Source: an optimization exercise on an open RTL-to-GDS flow (aim: small area and a short achievable clock period). Production flows keep margins and buffers that such runs may drop.
Where RTL was checked, it was by simulation tests only, not by an equivalence proof against the original.
Power figures rest on the tool's default switching activity, not on a simulated workload.

// alu64_sync
module alu64_sync(
    input clk,
    input en,
    input MD,
    input [2:0] OP,
    input [63:0] R1,
    input [63:0] R2,
    output reg EQ,
    output reg GT,
    output reg LT,
    output reg OVR,
    output reg [63:0] Q
    );
	reg en_r, MD_r;
	reg [2:0] OP_r;
	reg [63:0] R1_r, H_r;
	wire EQ_w, GT_w, LT_w, OVR_w;
	wire [63:0] Q_w;
	always @(posedge clk)
	begin
		en_r <= en;
		MD_r <= MD;
		OP_r <= OP;
		R1_r <= R1;
		H_r <= {R1[63:6] ^ R2[63:6] ^ {58{MD}}, R2[5:0]};
		EQ <= EQ_w;
		GT <= GT_w;
		LT <= LT_w;
		OVR <= OVR_w;
		Q <= Q_w;
	end
	alu64 u_alu (
		.en(en_r),
		.MD(MD_r),
		.OP(OP_r),
		.a(R1_r),
		.h(H_r),
		.EQ(EQ_w),
		.GT(GT_w),
		.LT(LT_w),
		.OVR(OVR_w),
		.Q(Q_w));
endmodule
Settings: LEC_CHECK=0, ABC_AREA=1, CAP_MARGIN=20, CORE_MARGIN=2, CORE_UTILIZATION=40, SETUP_SLACK_MARGIN=1.0, SLEW_MARGIN=20; clock period 4.0 ns.
standard.sh (not shown) runs the stock make flow with config.mk's settings and CLKGATE_MAP_FILE= SYNTH_SCRIPT=/design/flow/synth_recipe.tcl, a recipe that flattens the netlist after the stock synthesis.
==> flow/flow/run.sh <==
#!/bin/bash
# Standard ORFS layout (the standard.sh), with the port buffers made from the
# smallest buffer cell instead of the one buffer_ports picks by default.
set -euo pipefail
bash standard.sh BUFFER_PORTS_ARGS="-buffer_cell sky130_fd_sc_hd__buf_1" finish > standard.log 2>&1
The first run completed with no timing, DRC or antenna violations.
==> next run, changes <==
==> flow/flow/run.sh (replaced) <==
#!/bin/bash
# Layout flow: the standard.sh throughout, with two changes.
#  1. Synthesis runs with a copy of the ORFS scripts whose ABC area script is
#     replaced by flow/abc_area.script (area-oriented mapping with amap);
#     everything else in synthesis (synth_recipe.tcl, synth.tcl) is unchanged.
#  2. The port buffers use the smallest buffer cell (buf_1).
set -euo pipefail
rm -rf scripts_mod
cp -r "$FLOW_HOME/scripts" scripts_mod
cp flow/abc_area.script scripts_mod/abc_area.script
bash standard.sh SCRIPTS_DIR="$PWD/scripts_mod" ABC_AREA=1 synth > synth.log 2>&1
bash standard.sh BUFFER_PORTS_ARGS="-buffer_cell sky130_fd_sc_hd__buf_1" finish > standard.log 2>&1
==> flow/flow/abc_area.script (new file) <==
strash
dch
amap
topo
--- a/flow/config.mk
+++ b/flow/config.mk
@@ -10,4 +10,4 @@
 export CORE_MARGIN = 2
 export CORE_UTILIZATION = 40
-export SETUP_SLACK_MARGIN = 1.0
+export SETUP_SLACK_MARGIN = 1.5
 export SLEW_MARGIN = 20
Effect: The new run produced a clean layout; clock power goes down by 9.1%; clock skew stays flat; clock-buffer cell count stays the same; global-route usage falls by 4.0 points.
==> next run, changes <==
==> flow/flow/run.sh (replaced) <==
#!/bin/bash
# Standard ORFS layout (the standard.sh), with the port buffers made from the
# smallest buffer cell instead of the one buffer_ports picks by default.
set -euo pipefail
bash standard.sh BUFFER_PORTS_ARGS="-buffer_cell sky130_fd_sc_hd__buf_1" finish > standard.log 2>&1
removed: flow/flow/abc_area.script
Outcome:
- register-to-register slack is better by 1.1 ns
- clock power went up by roughly a tenth
- design area went up by a few percent
- combinational power increases by roughly a tenth
- die area rises by about a fifth
- synthesized area increases by a quarter to a third
- hold slack loses 0.046 ns
- global-route usage came out higher by 5.3 points
- first-iteration DRC count rises by well over a third
- count of clock-buffer cells in the layout is unchanged
- synthesized cell count is higher by well over a third
==> next run, changes <==
==> flow/flow/run.sh (replaced) <==
#!/bin/bash
# Layout flow: the standard.sh throughout, with two changes.
#  1. Synthesis runs with a copy of the ORFS scripts whose ABC area script is
#     replaced by flow/abc_area.script (area-oriented mapping with amap);
#     everything else in synthesis (synth_recipe.tcl, synth.tcl) is unchanged.
#  2. The port buffers use the smallest buffer cell (buf_1).
set -euo pipefail
rm -rf scripts_mod
cp -r "$FLOW_HOME/scripts" scripts_mod
cp flow/abc_area.script scripts_mod/abc_area.script
bash standard.sh SCRIPTS_DIR="$PWD/scripts_mod" ABC_AREA=1 synth > synth.log 2>&1
bash standard.sh BUFFER_PORTS_ARGS="-buffer_cell sky130_fd_sc_hd__buf_1" finish > standard.log 2>&1
==> flow/flow/abc_area.script (new file) <==
strash
dch
amap
topo
--- a/flow/config.mk
+++ b/flow/config.mk
@@ -10,4 +10,4 @@
 export CORE_MARGIN = 2
 export CORE_UTILIZATION = 40
-export SETUP_SLACK_MARGIN = 1.5
+export SETUP_SLACK_MARGIN = 1.0
 export SLEW_MARGIN = 20
After rerunning:
- The new run passed the timing, design-rule and antenna checks
- total power fell by about 12%
- via count shrinks by about 17%
- core utilization is higher by 4.8 points
- worst setup slack loses 1.1 ns
- die area is lower by 18%
- final area falls by 10%
- wire length shrinks by 28%
- clock skew drops by 0.0038 ns
No run of this note included a check of the RTL's function; only the layout flow was run.


alu64_sync, a different RTL version from the one above (not shown whole).
For scale: ~160 flip-flops, roughly 200 I/O pins, about 0.015 mm² of cells after synthesis.
Settings: LEC_CHECK=0, ABC_AREA=1, CAP_MARGIN=20, CORE_MARGIN=2, CORE_UTILIZATION=50, CTS_BUF_LIST=sky130_fd_sc_hd__clkbuf_4 sky130_fd_sc_hd__clkbuf_8, SETUP_SLACK_MARGIN=1.7, SLEW_MARGIN=20; clock period 4.0 ns.
==> flow/flow/run.sh <==
#!/bin/bash
# Standard ORFS layout (the standard.sh), with the port buffers made from the
# smallest buffer cell instead of the one buffer_ports picks by default.
set -euo pipefail
bash standard.sh BUFFER_PORTS_ARGS="-buffer_cell sky130_fd_sc_hd__buf_1" finish > standard.log 2>&1
Change:
- CORE_UTILIZATION: 50 -> 55
=> The changed run completed without violations. Clock-buffer cell count went down by 3. Core utilization went up by 5.7 points. Via count went up by 2.3%. Area after synthesis stays the same. Cell area went down by 0.51%. Die area went down by 8.9%. Combinational power hardly moves. Total power went down by 3.1%. Sequential share of layout area stays flat. Maximum frequency went down by 3.2%.
No functional check of the RTL was part of any run of this note.


alu64_sync, a different RTL version from the one above (not shown whole).
Size in the first run: about 2,600 cells after synthesis, roughly 200 I/O pins, about 16,000 sq um of cells after synthesis.
==> flow/config.mk <==
export PLATFORM = sky130hd
export DESIGN_NAME = alu64_sync
export DESIGN_NICKNAME = alu64_sync
export VERILOG_FILES = /design/flow/design.v
export SDC_FILE = /design/flow/constraint.sdc
export NUM_CORES = 4
export LEC_CHECK = 0
export ABC_AREA = 1
export CAP_MARGIN = 20
export CORE_MARGIN = 2
export CORE_UTILIZATION = 40
export SETUP_SLACK_MARGIN = 1.0
export SLEW_MARGIN = 20
==> flow/constraint.sdc <==
create_clock -name core_clock -period 4.0 [get_ports {clk}]
set_input_delay 0.8000 -clock core_clock [delete_from_list [all_inputs] [get_ports {clk}]]
set_output_delay 0.8000 -clock core_clock [all_outputs]
set_load 0.01 [all_outputs]
Scripts as last shown in full above: flow/flow/run.sh
The starting point finished clean.
==> next run, changes <==
- SETUP_SLACK_MARGIN: 1.0 -> 2.0
The new run passed the timing, design-rule and antenna checks.
Via count rose by 6.2%.
Total power climbs by 7.8%.
First-iteration DRC count goes up by 5.8%.
Setup slack improved by 0.17 ns.
Routed wire length climbs by 6.5%.
Fmax came out higher by 6.0%.
==> next run, changes <==
==> flow/run.sh (new file) <==
#!/bin/bash
# synth_recipe.tcl (not shown) runs the flow's synth.tcl, then flattens the netlist and writes it again
# the make line also repeats each setting of config.mk as NAME=value (left out here)
make -C /OpenROAD-flow-scripts/flow DESIGN_CONFIG=/design/flow/config.mk WORK_HOME=/design/flow/orfs CLKGATE_MAP_FILE= SYNTH_SCRIPT=/design/flow/synth_recipe.tcl finish
- SETUP_SLACK_MARGIN: 2.0 -> 1.5
removed: flow/flow/run.sh
removed: flow/standard.sh
The new run finished with timing, DRC and antenna clean.
Via count drops by 0.58%.
Final area climbs by 4.6%.
Setup slack is better by 0.13 ns.
Clock skew climbs by 0.0049 ns.
Routed wire length climbs by about 3.4%.
Synthesized area stays the same.
Worst hold slack is better by 0.22 ns.
Power climbs by about 4.3%.
First-iteration DRC count climbs by 6.6%.
Function was not checked in any run of this note: the RTL went through the layout flow alone.


Another version of the RTL of alu64_sync (not shown whole).
For scale: roughly 2800 cells after synthesis, about 160 flip-flops, roughly 200 I/O pins, about 16000 sq um of cells after synthesis.
Settings: LEC_CHECK=0, ABC_AREA=1, CAP_MARGIN=20, CORE_MARGIN=2, CORE_UTILIZATION=50, CTS_BUF_LIST=sky130_fd_sc_hd__clkbuf_4 sky130_fd_sc_hd__clkbuf_8, SETUP_SLACK_MARGIN=1.5, SLEW_MARGIN=20; clock period 4.0 ns.
==> flow/flow/run.sh <==
#!/bin/bash
# Standard ORFS layout (the standard.sh), with the port buffers made from the
# smallest buffer cell instead of the one buffer_ports picks by default.
set -euo pipefail
bash standard.sh BUFFER_PORTS_ARGS="-buffer_cell sky130_fd_sc_hd__buf_1" finish > standard.log 2>&1
The starting point produced a clean layout.
Next try:
CORE_UTILIZATION = 40   (was 50)
SETUP_SLACK_MARGIN = 1.3   (was 1.5)
Outcome:
- setup slack is worse by 0.17 ns
- non-clock buffer count came out lower by 17
- first-iteration DRC count shrinks by about a fifth
- routed wire length is higher by a few percent


## oak
Another version of the RTL of alu64_sync (not shown whole).
Size in the first run: roughly 2800 cells after synthesis, about 150 flip-flops.
==> flow/config.mk <==
export PLATFORM = sky130hd
export DESIGN_NAME = alu64_sync
export DESIGN_NICKNAME = alu64_sync
export VERILOG_FILES = /design/flow/design.v
export SDC_FILE = /design/flow/constraint.sdc
export NUM_CORES = 4
export LEC_CHECK = 0
export ABC_AREA = 0
export CAP_MARGIN = 20
export CORE_MARGIN = 2
export CORE_UTILIZATION = 40
export SETUP_SLACK_MARGIN = 1.5
export SLEW_MARGIN = 20
==> flow/constraint.sdc <==
create_clock -name core_clock -period 4.0 [get_ports {clk}]
set_input_delay 0.8000 -clock core_clock [delete_from_list [all_inputs] [get_ports {clk}]]
set_output_delay 0.8000 -clock core_clock [all_outputs]
set_load 0.01 [all_outputs]
Scripts as last shown in full above: flow/flow/run.sh
Input changes introduced in pine (baseline for comparison: oak):
- a change of ABC_AREA from 0 to 1
- a change of SETUP_SLACK_MARGIN from 1.5 to 1.0
--- outcome ---
pine and oak all finish clean.
oak ended up with sky130_fd_sc_hd__or4b_1 as its slowest cell on the critical path; pine ended up with sky130_fd_sc_hd__a2111oi_0.
Summary: with oak as the reference, per-cell via count in the routed design in pine moved down by more than 10%.
The launch point of the worst path comes out R1[13] in one run and OP[0] in the other, namely in oak and pine respectively.
From oak to pine the numbers moved as follows: total area of sequential cells closely matched the old numbers, final cell count up about 1.3%, number of gates on the worst path with buffers counted lost 3, delay contributed by the slowest stage of the critical path up 0.10 ns.
Function was not checked in any run of this note: the RTL went through the layout flow alone.

-- what the ideal ports hide --
The results above use ideal ports. As a check the final layouts listed here were re-extracted and re-timed, cells and wires unchanged.
Step 1 (the two cells are an assumption about what drives the block):
set clk [get_ports {clk}]
set_driving_cell -lib_cell sky130_fd_sc_hd__clkbuf_16 $clk
set_driving_cell -lib_cell sky130_fd_sc_hd__buf_2 [delete_from_list [all_inputs] $clk]
Step 2, shift: input delay + t, output delay - t, t = (earliest + latest rising clock arrival at the registers) / 2. This alone moves slack from input paths to output paths.
Slacks: ideal ports / drivers / drivers and shift; pairs: ideal ports / drivers.
run	shift t [ns]	setup slack, ns	clock arrival spread, ns	worst register clock-pin slew, ns	cell pins on the clock port's net
the first run of note 1	0.637	1.037 / 1.037 / 1.037	0.016 / 0.017	0.07 / 0.07	1
the second run of note 1	0.585	0.280 / 0.280 / 0.280	0.015 / 0.015	0.07 / 0.07	1
the third run of note 1	0.640	1.381 / 1.381 / 1.381	0.022 / 0.022	0.08 / 0.08	1
the fourth run of note 1	0.591	0.252 / 0.252 / 0.252	0.018 / 0.018	0.07 / 0.07	1
the first run of note 2	0.518	1.687 / 1.625 / 1.107	0.023 / 0.023	0.11 / 0.11	1
the second run of note 2	0.520	1.612 / 1.605 / 1.086	0.029 / 0.029	0.11 / 0.11	1
the first run of note 3	0.588	0.976 / 0.976 / 0.976	0.014 / 0.014	0.07 / 0.07	1
the second run of note 3	0.589	1.148 / 1.148 / 1.148	0.037 / 0.037	0.07 / 0.07	1
the third run of note 3	0.627	1.281 / 1.281 / 1.281	0.041 / 0.042	0.07 / 0.07	1
the first run of note 4	0.520	1.538 / 1.546 / 1.028	0.025 / 0.026	0.11 / 0.11	1
the second run of note 4	0.554	1.372 / 1.400 / 0.846	0.028 / 0.028	0.11 / 0.11	1
oak	0.493	1.030 / 0.959 / 0.466	0.014 / 0.014	0.07 / 0.07	1
pine	0.516	1.153 / 1.186 / 0.671	0.020 / 0.019	0.08 / 0.08	1
After both steps setup and hold are still met in every run listed. For the first run of note 2, which loses most, drivers alone change the setup slack by -0.062 ns; drivers and shift together by -0.580 ns.
